What follows belongs to an exercise in optimizing a design on an open flow for small area; a production flow would make more cautious choices.
Where RTL was checked, it was by simulation tests only, not by an equivalence proof against the original.
Power and IR drop assume default switching activity.

job 8127:
Design PSEC6_spi, start of the top module:
module PSEC6_spi (
    input logic rstn,  
    input logic spi_clk,
    input logic pico,
    input logic cs,  
    input logic trigger_in,  
    input logic [7:0] poci_ch,  
    input logic [7:0] stop_request,
    output logic poci,
    output logic trigger_out,
    output logic [7:0] test_point_control,  
    output logic clk_enable,
    output logic [5:0] vco_digital_band,  
    output logic [4:0] ref_clk_tgate_control,  
    output logic slow_mode,  
    output logic pfd_switch,  
    output logic pll_switch,  
    output logic [7:0] lpf_resistor_sel,  
    output logic [1:0] mode,  
    output logic [7:0] disc_polarity,  
    output logic [2:0] select_reg,  
    output logic inst_rst,  
    output logic inst_readout,  
    output logic inst_start  
);
Size: ~70 I/O pins.
Settings: LEC_CHECK=0, CAP_MARGIN=20, CORE_MARGIN=2, CORE_UTILIZATION=40, GPL_TIMING_DRIVEN=0, SLEW_MARGIN=20; clock period 25.0 ns.
standard.sh (not shown) runs the stock make flow with config.mk's settings and CLKGATE_MAP_FILE= SYNTH_SCRIPT=/design/flow/synth_recipe.tcl, a recipe that flattens the netlist after the stock synthesis.
==> flow/flow/run.sh <==
#!/bin/bash
# The standard layout, with three changes:
#  - the standard synthesis's combinational logic is re-mapped by ABC for area (registers are
#    kept as the standard synthesis made them); several ABC runs are tried and the smallest kept,
#  - each port gets the smallest buffer,
#  - the clock tree uses small clock buffers and no dummy loads,
#  - the reset input's ~90 loads are split among a few small buffers up front, so the resizer
#    does not build a chain of large buffers for it.
set -euo pipefail
W=$(pwd)
R=$W/orfs/results/$FLOW_PLATFORM/PSEC6_spi/base
LIB=$FLOW_HOME/platforms/$FLOW_PLATFORM/lib/sky130_fd_sc_hd__tt_025C_1v80.lib
YOSYS=$FLOW_HOME/../tools/install/yosys/bin/yosys
[[ -x $YOSYS ]] || YOSYS=yosys
NJ=${NUM_CORES:-4}

export BUFFER_PORTS_ARGS="-buffer_cell sky130_fd_sc_hd__buf_1"
export REMOVE_ABC_BUFFERS=0
export CTS_ARGS="-sink_clustering_enable -repair_clock_nets -dont_use_dummy_load -buf_list {sky130_fd_sc_hd__clkbuf_4 sky130_fd_sc_hd__clkbuf_8}"

bash standard.sh synth > synth.log 2>&1

DONT="$(grep -o 'sky130_fd_sc_hd__\(probe\|lpflow\)[a-z0-9_]*' $FLOW_HOME/platforms/$FLOW_PLATFORM/config.mk | sort -u | sed 's/^/-dont_use /' | tr '\n' ' ')"
for c in buf_2 buf_4 buf_6 buf_8 buf_12 buf_16 inv_2 inv_4 inv_6 inv_8 inv_12 inv_16; do DONT="$DONT -dont_use sky130_fd_sc_hd__$c"; done
DONT="$DONT -dont_use *clkbuf* -dont_use *clkinv* -dont_use *dly* -dont_use *bufbuf* -dont_use *bufinv*"
cp $R/1_2_yosys.v $W/std_1_2_yosys.v

mkdir -p $W/remap
# candidate ABC scripts: plain area mapping, and deep AIG synthesis with several seeds
printf 'strash\ndch\namap\n' > $W/remap/c0.abc
for s in 0 1 2 3 4 5 6 7; do
  printf 'strash\n&get -n\n&deepsyn -T 30 -S %d\n&put\ndch -f\namap -A 50 -F 4 -C 2000\n' $s > $W/remap/c$((s+1)).abc
done
run_one() {
  local n=$1
  sed -e "s#@LIB@#$LIB#g" -e "s#@IN@#$W/std_1_2_yosys.v#" -e "s#@OUT@#$W/remap/$n.v#" -e "s#@TOP@#$FLOW_TOP#" \
      -e "s#@DONTUSE@#$DONT#" -e "s#@SCRIPT@#$W/remap/$n.abc#" flow/remap.ys.in > $W/remap/$n.ys
  $YOSYS -s $W/remap/$n.ys > $W/remap/$n.log 2>&1 || true
}
i=0
for f in $W/remap/c*.abc; do
  n=$(basename $f .abc)
  run_one $n &
  i=$((i+1))
  if (( i % NJ == 0 )); then wait; fi
done
wait
best=""; besta=""
for f in $W/remap/c*.log; do
  n=$(basename $f .log)
  a=$(grep "Chip area for module" $f | tail -1 | awk '{print $NF}')
  [[ -n "$a" && -s $W/remap/$n.v ]] || continue
  echo "$n $a" >> $W/remap/areas.txt
  if [[ -z "$besta" ]] || awk -v a=$a -v b=$besta 'BEGIN{exit !(a<b)}'; then best=$n; besta=$a; fi
done
echo "best $best $besta" >> $W/remap/areas.txt
python3 flow/fanout.py $W/remap/$best.v $R/1_2_yosys.v rstn:24 sky130_fd_sc_hd__buf_2 > $W/remap/fanout.log 2>&1
rm -f $R/1_synth.odb $R/1_synth.sdc

bash standard.sh > standard.log 2>&1
==> flow/flow/remap.ys.in <==
# Re-map the standard synthesis's combinational logic for area; registers are kept as they are.
read_liberty -ignore_miss_func @LIB@
blackbox sky130_fd_sc_hd__df* sky130_fd_sc_hd__sdf* sky130_fd_sc_hd__edf* sky130_fd_sc_hd__sedf* sky130_fd_sc_hd__dl* sky130_fd_sc_hd__conb_1
read_verilog @IN@
hierarchy -top @TOP@
flatten
opt_clean -purge
stat
abc -liberty @LIB@ @DONTUSE@ -script @SCRIPT@
opt_clean -purge
hilomap -singleton -hicell sky130_fd_sc_hd__conb_1 HI -locell sky130_fd_sc_hd__conb_1 LO
insbuf -buf sky130_fd_sc_hd__buf_1 A X
splitnets
opt_clean -purge
rename -hide w:*.*
rename -enumerate -pattern rmw_% w:*
rename -enumerate -pattern rmc_% c:*
check
stat -liberty @LIB@
write_verilog -noattr -noexpr -nohex -nodec @OUT@
Other scripts of this flow, unchanged in this note and not shown: flow/flow/fanout.py
Input-level comparison between job 424 and job 8127:
-- flow/flow/run.sh --
<<< job 8127, line 18
export REMOVE_ABC_BUFFERS=0
>>> job 424, line 18
export REMOVE_ABC_BUFFERS=1
Findings:
- There was hardly any difference in proportion of cell area occupied by multi-input gates between job 8127 and job 424.
- Summary of job 424 over job 8127: switching power summed over all nets lost 2.7%; first-pass GRT wire length lost 2.9%; detailed-route wire length on metal 1 down 8.0%.
- Comparing the two runs side by side, job 424 comes out ahead of job 8127 on final design area excluding fillers.
- Compared job 424 against job 8127; arrival time reported for the critical path endpoint within noise.
- Share of post-route cells with drive strength above 1 down 0.26 points in job 424 wrt job 8127
The inputs of job 6322 differ from those of job 424 as listed below.
-- flow/flow/run.sh --
<<< job 424, line 18
export REMOVE_ABC_BUFFERS=1
export CTS_ARGS="-sink_clustering_enable -repair_clock_nets -dont_use_dummy_load -buf_list {sky130_fd_sc_hd__clkbuf_4 sky130_fd_sc_hd__clkbuf_8}"
>>> job 6322, line 18
export REMOVE_ABC_BUFFERS=0
export CTS_ARGS="-repair_clock_nets -dont_use_dummy_load -buf_list {sky130_fd_sc_hd__clkbuf_8}"
-- flow/flow/remap.ys.in --
<<< job 424, line 7
>>> job 6322, line 7
rename -hide w:* i:* o:* %u %d
Results
Job 6322 did not stop at any stage, and its layout met the timing, design-rule and antenna checks. Job 424 → job 6322: maximum clock path buffer count was more or less identical; global-route wire length before repair now sits higher; cell internal power dissipation was more or less identical. In job 6322, the cell area came out 25 µm² below the value in job 424.
Input changes introduced in job 6367 (baseline for comparison: job 6322):
-- flow/flow/run.sh --
<<< job 6322, line 19
export CTS_ARGS="-repair_clock_nets -dont_use_dummy_load -buf_list {sky130_fd_sc_hd__clkbuf_8}"
>>> job 6367, line 19
export CTS_ARGS="-sink_clustering_enable -repair_clock_nets -dont_use_dummy_load -buf_list {sky130_fd_sc_hd__clkbuf_4 sky130_fd_sc_hd__clkbuf_8}"
[summary]
- The sequential group share of total power on job 6367 is in line with that on job 6322.
- Comparing job 6322 against job 6367, there is no change at all in number of cells in the design after placement.
- Between job 6367 and job 6322, the combinational power figures differ only marginally.
- Re synthesized instance count: no difference whatsoever between job 6367 and job 6322.
- Job 6322 -> job 6367: global-route wire length before repair flat
- Any difference in power share of the combinational group between job 6367 and job 6322 is small enough to ignore.
- Status: total power parity (job 6322, job 6367)
- Compared with job 6322, in job 6367 worst setup slack did not really move; area added between synthesis and finish did not really move.
No run of this note included a check of the RTL's function; only the layout flow was run.

PSEC6_spi, a different RTL version from the one above (not shown whole).
Size: ~550 cells after synthesis, ~70 I/O pins, about 0.0049 sq mm of cells after synthesis.
Settings: LEC_CHECK=0, CAP_MARGIN=20, CORE_MARGIN=2, CORE_UTILIZATION=40, SLEW_MARGIN=20; clock period 25.0 ns.
==> flow/flow/run.sh <==
#!/bin/bash
# The standard layout, with three changes:
#  - the standard synthesis's combinational logic is re-mapped by ABC for area (registers are
#    kept as the standard synthesis made them); several ABC runs are tried and the smallest kept,
#  - each port gets the smallest buffer,
#  - the clock tree uses small clock buffers and no dummy loads.
set -euo pipefail
W=$(pwd)
R=$W/orfs/results/$FLOW_PLATFORM/PSEC6_spi/base
LIB=$FLOW_HOME/platforms/$FLOW_PLATFORM/lib/sky130_fd_sc_hd__tt_025C_1v80.lib
YOSYS=$FLOW_HOME/../tools/install/yosys/bin/yosys
[[ -x $YOSYS ]] || YOSYS=yosys
NJ=${NUM_CORES:-4}

export BUFFER_PORTS_ARGS="-buffer_cell sky130_fd_sc_hd__buf_1"
export REMOVE_ABC_BUFFERS=1
export CTS_ARGS="-sink_clustering_enable -repair_clock_nets -dont_use_dummy_load -buf_list {sky130_fd_sc_hd__clkbuf_4 sky130_fd_sc_hd__clkbuf_8}"

bash standard.sh synth > synth.log 2>&1

DONT="$(grep -o 'sky130_fd_sc_hd__\(probe\|lpflow\)[a-z0-9_]*' $FLOW_HOME/platforms/$FLOW_PLATFORM/config.mk | sort -u | sed 's/^/-dont_use /' | tr '\n' ' ')"
for c in buf_2 buf_4 buf_6 buf_8 buf_12 buf_16 inv_2 inv_4 inv_6 inv_8 inv_12 inv_16; do DONT="$DONT -dont_use sky130_fd_sc_hd__$c"; done
DONT="$DONT -dont_use *clkbuf* -dont_use *clkinv* -dont_use *dly* -dont_use *bufbuf* -dont_use *bufinv*"
cp $R/1_2_yosys.v $W/std_1_2_yosys.v

mkdir -p $W/remap
# candidate ABC scripts: plain area mapping, and deep AIG synthesis with several seeds
printf 'strash\ndch\namap\n' > $W/remap/c0.abc
for s in 0 1 2 3 4 5 6 7; do
  printf 'strash\n&get -n\n&deepsyn -T 30 -S %d\n&put\ndch -f\namap -A 20 -F 2\n' $s > $W/remap/c$((s+1)).abc
done
run_one() {
  local n=$1
  sed -e "s#@LIB@#$LIB#g" -e "s#@IN@#$W/std_1_2_yosys.v#" -e "s#@OUT@#$W/remap/$n.v#" -e "s#@TOP@#$FLOW_TOP#" \
      -e "s#@DONTUSE@#$DONT#" -e "s#@SCRIPT@#$W/remap/$n.abc#" flow/remap.ys.in > $W/remap/$n.ys
  $YOSYS -s $W/remap/$n.ys > $W/remap/$n.log 2>&1 || true
}
i=0
for f in $W/remap/c*.abc; do
  n=$(basename $f .abc)
  run_one $n &
  i=$((i+1))
  if (( i % NJ == 0 )); then wait; fi
done
wait
best=""; besta=""
for f in $W/remap/c*.log; do
  n=$(basename $f .log)
  a=$(grep "Chip area for module" $f | tail -1 | awk '{print $NF}')
  [[ -n "$a" && -s $W/remap/$n.v ]] || continue
  echo "$n $a" >> $W/remap/areas.txt
  if [[ -z "$besta" ]] || awk -v a=$a -v b=$besta 'BEGIN{exit !(a<b)}'; then best=$n; besta=$a; fi
done
echo "best $best $besta" >> $W/remap/areas.txt
cp $W/remap/$best.v $R/1_2_yosys.v
rm -f $R/1_synth.odb $R/1_synth.sdc

bash standard.sh > standard.log 2>&1
==> flow/flow/remap.ys.in <==
# Re-map the standard synthesis's combinational logic for area; registers are kept as they are.
read_liberty -ignore_miss_func @LIB@
blackbox sky130_fd_sc_hd__df* sky130_fd_sc_hd__sdf* sky130_fd_sc_hd__edf* sky130_fd_sc_hd__sedf* sky130_fd_sc_hd__dl* sky130_fd_sc_hd__conb_1
read_verilog @IN@
hierarchy -top @TOP@
flatten
opt_clean -purge
stat
abc -liberty @LIB@ @DONTUSE@ -script @SCRIPT@
opt_clean -purge
hilomap -singleton -hicell sky130_fd_sc_hd__conb_1 HI -locell sky130_fd_sc_hd__conb_1 LO
insbuf -buf sky130_fd_sc_hd__buf_1 A X
splitnets
opt_clean -purge
rename -hide w:*.*
rename -enumerate -pattern rmw_% w:*
rename -enumerate -pattern rmc_% c:*
check
stat -liberty @LIB@
write_verilog -noattr -noexpr -nohex -nodec @OUT@
==> next run, changes <==
--- a/flow/flow/run.sh
+++ b/flow/flow/run.sh
@@ -28,5 +28,5 @@
 printf 'strash\ndch\namap\n' > $W/remap/c0.abc
 for s in 0 1 2 3 4 5 6 7; do
-  printf 'strash\n&get -n\n&deepsyn -T 30 -S %d\n&put\ndch -f\namap -A 20 -F 2\n' $s > $W/remap/c$((s+1)).abc
+  printf 'strash\n&get -n\n&deepsyn -T 30 -S %d\n&put\ndch -f\namap -A 50 -F 4 -C 2000\n' $s > $W/remap/c$((s+1)).abc
 done
 run_one() {
- GPL_TIMING_DRIVEN: default -> 0
Cell area hardly moves; sequential share of layout area stays flat; area after synthesis fell by 0.46%; routed wire length rose by 0.49%; clock-buffer cell count is unchanged; die area fell by 0.44%; power barely changes.
==> next run, changes <==
--- a/flow/flow/run.sh
+++ b/flow/flow/run.sh
@@ -4,5 +4,7 @@
 #    kept as the standard synthesis made them); several ABC runs are tried and the smallest kept,
 #  - each port gets the smallest buffer,
-#  - the clock tree uses small clock buffers and no dummy loads.
+#  - the clock tree uses small clock buffers and no dummy loads,
+#  - the reset input's ~90 loads are split among a few small buffers up front, so the resizer
+#    does not build a chain of large buffers for it.
 set -euo pipefail
 W=$(pwd)
@@ -14,5 +16,5 @@
 
 export BUFFER_PORTS_ARGS="-buffer_cell sky130_fd_sc_hd__buf_1"
-export REMOVE_ABC_BUFFERS=1
+export REMOVE_ABC_BUFFERS=0
 export CTS_ARGS="-sink_clustering_enable -repair_clock_nets -dont_use_dummy_load -buf_list {sky130_fd_sc_hd__clkbuf_4 sky130_fd_sc_hd__clkbuf_8}"
 
@@ -53,5 +55,5 @@
 done
 echo "best $best $besta" >> $W/remap/areas.txt
-cp $W/remap/$best.v $R/1_2_yosys.v
+python3 flow/fanout.py $W/remap/$best.v $R/1_2_yosys.v rstn:24 sky130_fd_sc_hd__buf_2 > $W/remap/fanout.log 2>&1
 rm -f $R/1_synth.odb $R/1_synth.sdc
 
==> flow/flow/fanout.py (new file) <==
#!/usr/bin/env python3
"""Split the loads of high-fanout nets of a yosys-written netlist among small buffers.

usage: fanout.py IN.v OUT.v NET:GROUP[,NET:GROUP...] BUFCELL
Each listed net's load pins (one '.PIN(net)' connection per line, as yosys writes them) are
split, in netlist order, into groups of at most GROUP loads, each driven by its own BUFCELL
whose input is the original net."""
import re, sys

src, dst, spec, cell = sys.argv[1:5]
lines = open(src).read().split('\n')
out_mod_end = max(i for i, l in enumerate(lines) if l.strip() == 'endmodule')
extra_decl, extra_inst = [], []
for item in spec.split(','):
    net, group = item.split(':')
    group = int(group)
    pat = re.compile(r'^(\s*\.\w+\()' + re.escape(net) + r'(\)\,?\s*)$')
    loads = [i for i, l in enumerate(lines) if pat.match(l)]
    # skip connections that are outputs of cells (drivers) -- a port net has none
    if len(loads) <= group:
        continue
    ngroups = (len(loads) + group - 1) // group
    per = (len(loads) + ngroups - 1) // ngroups
    for g in range(ngroups):
        bn = f'{net}_fo{g}'
        extra_decl.append(f'  wire {bn};')
        extra_inst.append(f'  {cell} {bn}_buf (\n    .A({net}),\n    .X({bn})\n  );')
        for i in loads[g * per:(g + 1) * per]:
            lines[i] = pat.sub(lambda m: m.group(1) + bn + m.group(2), lines[i])
# declarations go right after the module header's port list ends (first line ending with ');')
hdr = next(i for i, l in enumerate(lines) if l.rstrip().endswith(');'))
lines = lines[:hdr + 1] + extra_decl + lines[hdr + 1:out_mod_end] + extra_inst + lines[out_mod_end:]
open(dst, 'w').write('\n'.join(lines))
--- a/flow/flow/remap.ys.in
+++ b/flow/flow/remap.ys.in
@@ -5,4 +5,5 @@
 hierarchy -top @TOP@
 flatten
+rename -hide w:* i:* o:* %u %d
 opt_clean -purge
 stat
What happened: Utilization is about the same; sequential share of layout area rises by 0.21 points; worst setup slack is worse by 0.068 ns; total power hardly moves; routed wire length went up slightly; synthesized cell count falls slightly.
==> next run, changes <==
--- a/flow/flow/run.sh
+++ b/flow/flow/run.sh
@@ -27,31 +27,43 @@
 
 mkdir -p $W/remap
-# candidate ABC scripts: plain area mapping, and deep AIG synthesis with several seeds
-printf 'strash\ndch\namap\n' > $W/remap/c0.abc
-for s in 0 1 2 3 4 5 6 7; do
-  printf 'strash\n&get -n\n&deepsyn -T 30 -S %d\n&put\ndch -f\namap -A 50 -F 4 -C 2000\n' $s > $W/remap/c$((s+1)).abc
-done
-run_one() {
-  local n=$1
-  sed -e "s#@LIB@#$LIB#g" -e "s#@IN@#$W/std_1_2_yosys.v#" -e "s#@OUT@#$W/remap/$n.v#" -e "s#@TOP@#$FLOW_TOP#" \
+run_one() {  # run_one NAME INPUT: re-map INPUT with the ABC script remap/NAME.abc
+  local n=$1 in=$2
+  sed -e "s#@LIB@#$LIB#g" -e "s#@IN@#$in#" -e "s#@OUT@#$W/remap/$n.v#" -e "s#@TOP@#$FLOW_TOP#" \
       -e "s#@DONTUSE@#$DONT#" -e "s#@SCRIPT@#$W/remap/$n.abc#" flow/remap.ys.in > $W/remap/$n.ys
   $YOSYS -s $W/remap/$n.ys > $W/remap/$n.log 2>&1 || true
 }
-i=0
-for f in $W/remap/c*.abc; do
-  n=$(basename $f .abc)
-  run_one $n &
-  i=$((i+1))
-  if (( i % NJ == 0 )); then wait; fi
-done
-wait
-best=""; besta=""
-for f in $W/remap/c*.log; do
-  n=$(basename $f .log)
-  a=$(grep "Chip area for module" $f | tail -1 | awk '{print $NF}')
-  [[ -n "$a" && -s $W/remap/$n.v ]] || continue
-  echo "$n $a" >> $W/remap/areas.txt
-  if [[ -z "$besta" ]] || awk -v a=$a -v b=$besta 'BEGIN{exit !(a<b)}'; then best=$n; besta=$a; fi
-done
+run_round() {  # run_round INPUT NAME...: run each candidate, NUM_CORES at a time
+  local in=$1; shift
+  local i=0
+  for n in "$@"; do
+    run_one $n $in &
+    i=$((i+1))
+    if (( i % NJ == 0 )); then wait; fi
+  done
+  wait
+}
+pick_best() {  # pick_best NAME...: the candidate with the smallest cell area
+  best=""; besta=""
+  for n in "$@"; do
+    a=$(grep "Chip area for module" $W/remap/$n.log 2>/dev/null | tail -1 | awk '{print $NF}')
+    [[ -n "$a" && -s $W/remap/$n.v ]] || continue
+    echo "$n $a" >> $W/remap/areas.txt
+    if [[ -z "$besta" ]] || awk -v a=$a -v b=$besta 'BEGIN{exit !(a<b)}'; then best=$n; besta=$a; fi
+  done
+}
+deep() { printf 'strash\n&get -n\n&deepsyn -T 30 -S %d\n&put\ndch -f\namap -A 50 -F 4 -C 2000\n' $1; }
+
+# round 1, from the standard synthesis: plain area mapping, and deep AIG synthesis with 8 seeds
+printf 'strash\ndch\namap\n' > $W/remap/a0.abc
+names="a0"
+for s in 0 1 2 3 4 5 6 7; do deep $s > $W/remap/a$((s+1)).abc; names="$names a$((s+1))"; done
+run_round $W/std_1_2_yosys.v $names
+pick_best $names
+r1=$best; r1a=$besta
+# round 2, from round 1's best: 4 more seeds
+names2=""
+for s in 10 11 12 13; do deep $s > $W/remap/b$s.abc; names2="$names2 b$s"; done
+run_round $W/remap/$r1.v $names2
+pick_best $r1 $names2
 echo "best $best $besta" >> $W/remap/areas.txt
 python3 flow/fanout.py $W/remap/$best.v $R/1_2_yosys.v rstn:24 sky130_fd_sc_hd__buf_2 > $W/remap/fanout.log 2>&1
- CORE_UTILIZATION: 40 -> 65
- PLACE_DENSITY: default -> 0.8
Outcome: Via count came out higher by 4.1%. Synthesized cell count increases by 1.1%. First-iteration DRC count rises by 8.4%. Cell area drops by 0.78%. Total power rises by 5.4%.
